Context: an optimization exercise on an open-source flow, tuned for small area, a short achievable clock period and few clock cycles per item. The choices shown serve that exercise and are no tape-out recipe. The RTL was checked by simulation tests, not by an equivalence proof against the original design.

==> inputs of v38 <==
Design multiplyer, start of the top module:
module multiplyer(
    clk,
    rst_n,
    A,
    B,
    result,
    start_sig,
    done_sig
);
==> flow/config.mk <==
export PLATFORM = sky130hd
export DESIGN_NAME = multiplyer
export DESIGN_NICKNAME = multiplyer
export VERILOG_FILES = /design/flow/design.v
export SDC_FILE = /design/flow/constraint.sdc
export NUM_CORES = 4
export LEC_CHECK = 0
export CAP_MARGIN = 20
export CORE_MARGIN = 2
export CORE_UTILIZATION = 60
export CTS_BUF_LIST = sky130_fd_sc_hd__clkbuf_4 sky130_fd_sc_hd__clkbuf_8
export CTS_CLUSTER_SIZE = 30
export PLACE_DENSITY = 0.75
export SETUP_SLACK_MARGIN = 3.2
export SLEW_MARGIN = 20
==> flow/constraint.sdc <==
create_clock -name core_clock -period 8.0 [get_ports {clk}]
set_input_delay 1.6000 -clock core_clock [delete_from_list [all_inputs] [get_ports {clk}]]
set_output_delay 1.6000 -clock core_clock [all_outputs]
set_load 0.01 [all_outputs]
standard.sh (not shown) runs the stock make flow with config.mk's settings and CLKGATE_MAP_FILE= SYNTH_SCRIPT=/design/flow/synth_recipe.tcl, a recipe that flattens the netlist after the stock synthesis.
==> flow/flow/run.sh <==
#!/bin/bash
set -uo pipefail
export BUFFER_PORTS_ARGS="-buffer_cell sky130_fd_sc_hd__buf_1"
bash standard.sh synth > synth.log 2>&1 || exit 1
R=$(sed -n 's/.*WORK_HOME=\([^ ]*\).*/\1/p' standard.sh | head -1)/results/$FLOW_PLATFORM/multiplyer/base
LIB=$FLOW_HOME/platforms/$FLOW_PLATFORM/lib/sky130_fd_sc_hd__tt_025C_1v80.lib
cp $R/1_2_yosys.v yosys_orig.v
python3 flow/polopt2.py $LIB yosys_orig.v yosys_pol.v > polopt.log 2>&1
python3 flow/cutff.py yosys_orig.v orig_comb.v
python3 flow/cutff.py yosys_pol.v pol_comb.v
cat > equiv.ys <<EOS
read_liberty -ignore_miss_func $LIB
read_verilog orig_comb.v
rename $FLOW_TOP gold
read_verilog pol_comb.v
rename $FLOW_TOP gate
flatten
miter -equiv -flatten gold gate miter
hierarchy -top miter
techmap
opt -fast
aigmap
write_aiger -zinit miter.aig
EOS
ABC=$(dirname $(command -v yosys))/yosys-abc
if [ -s yosys_pol.v ] && yosys -s equiv.ys > equiv.log 2>&1 && \
   $ABC -c "read miter.aig; print_stats; iprove" > cec.log 2>&1 && \
   grep -q "^UNSATISFIABLE" cec.log; then
  cp yosys_pol.v $R/1_2_yosys.v
  rm -f $R/1_synth.odb
  echo "polarity rewrite used" >> polopt.log
else
  echo "equivalence not proven; keeping synthesized netlist" >> polopt.log
fi
bash standard.sh > standard.log 2>&1
Other scripts of this flow, unchanged in this note and not shown: flow/flow/cutff.py, flow/flow/polopt2.py
==> v31 (differences from v38) <==
--- a/flow/flow/run.sh
+++ b/flow/flow/run.sh
@@ -2,3 +2,3 @@
 set -uo pipefail
-export BUFFER_PORTS_ARGS="-buffer_cell sky130_fd_sc_hd__buf_1"
+export BUFFER_PORTS_ARGS="-buffer_cell sky130_fd_sc_hd__buf_2"
 bash standard.sh synth > synth.log 2>&1 || exit 1
- SETUP_SLACK_MARGIN: 3.2 -> 2.5
==> v37 (differences from v38) <==
- SETUP_SLACK_MARGIN: 3.2 -> 3.0
==> qor summary <==
|  | v31 | v37 | v38 |
|---|---|---|---|
| Smallest setup slack after layout | 2.79 ns | 3.13 ns | 3.25 ns |
| Total global routing track utilization | 0.317 | 0.336 | 0.339 |
| Worst Setup SP | rDX[0] | B[1] | B[1] |
| Capture point of the worst reg-to-reg path | rY[15] | rY[14] | rY[3] |
| Arrival @ worst endpoint | 3.61 ns | 5.15 ns | 4.99 ns |
| Portion of the layout cell area used by clock cells | 0.0164 | 0.0183 | 0.0187 |
| Number of global-route vias before repair | 8774 | 9148 | 9222 |
| Wire length per cell | 22.2 um | 23.4 um | 23.8 um |
| Run status | finished clean | finished clean | finished clean |
| Routed metal-1 wire length | 12200 um | 12300 um | 12500 um |
| Period utilisation layout | 0.651 | 0.609 | 0.593 |
Testbench counts of v38, summed over its fixed seeds: cycles 4,800, items 1,600.
Testbench counts of v31, summed over its fixed seeds: cycles 4,800, items 1,600.
Testbench counts of v37, summed over its fixed seeds: cycles 4,800, items 1,600.

port drivers added, routing unchanged:
In the flow no input, the clock included, has a driving cell. The finished layouts below were timed again as built, in two steps. Step 1: set_driving_cell puts a clkbuf_16 on clk and a buf_2 on each other input, an assumption about the parent block. Step 2 times the ports against the registers' clock, not the clock port: input delays grow and output delays shrink by t, the midpoint of the rising clock arrivals with the driver on. Slacks: ideal / step 1 / step 2; pairs: ideal / step 1.
| run | t (ns) | slack for setup (ns) | hold WS [ns] | latest minus earliest clock arrival (ns) |
|---|---|---|---|---|
| v38 | 0.412 | 3.254 / 3.212 / 2.865 | 0.471 / 0.471 / 0.471 | 0.017 / 0.017 |
| v31 | 0.411 | 2.794 / 2.758 / 2.404 | 0.479 / 0.479 / 0.479 | 0.016 / 0.017 |
| v37 | 0.423 | 3.131 / 3.095 / 2.727 | 0.468 / 0.468 / 0.468 | 0.018 / 0.018 |
After both steps every run listed still meets setup and hold. For v37, which loses most, drivers alone change the setup slack by -0.036 ns; drivers and shift together by -0.404 ns.
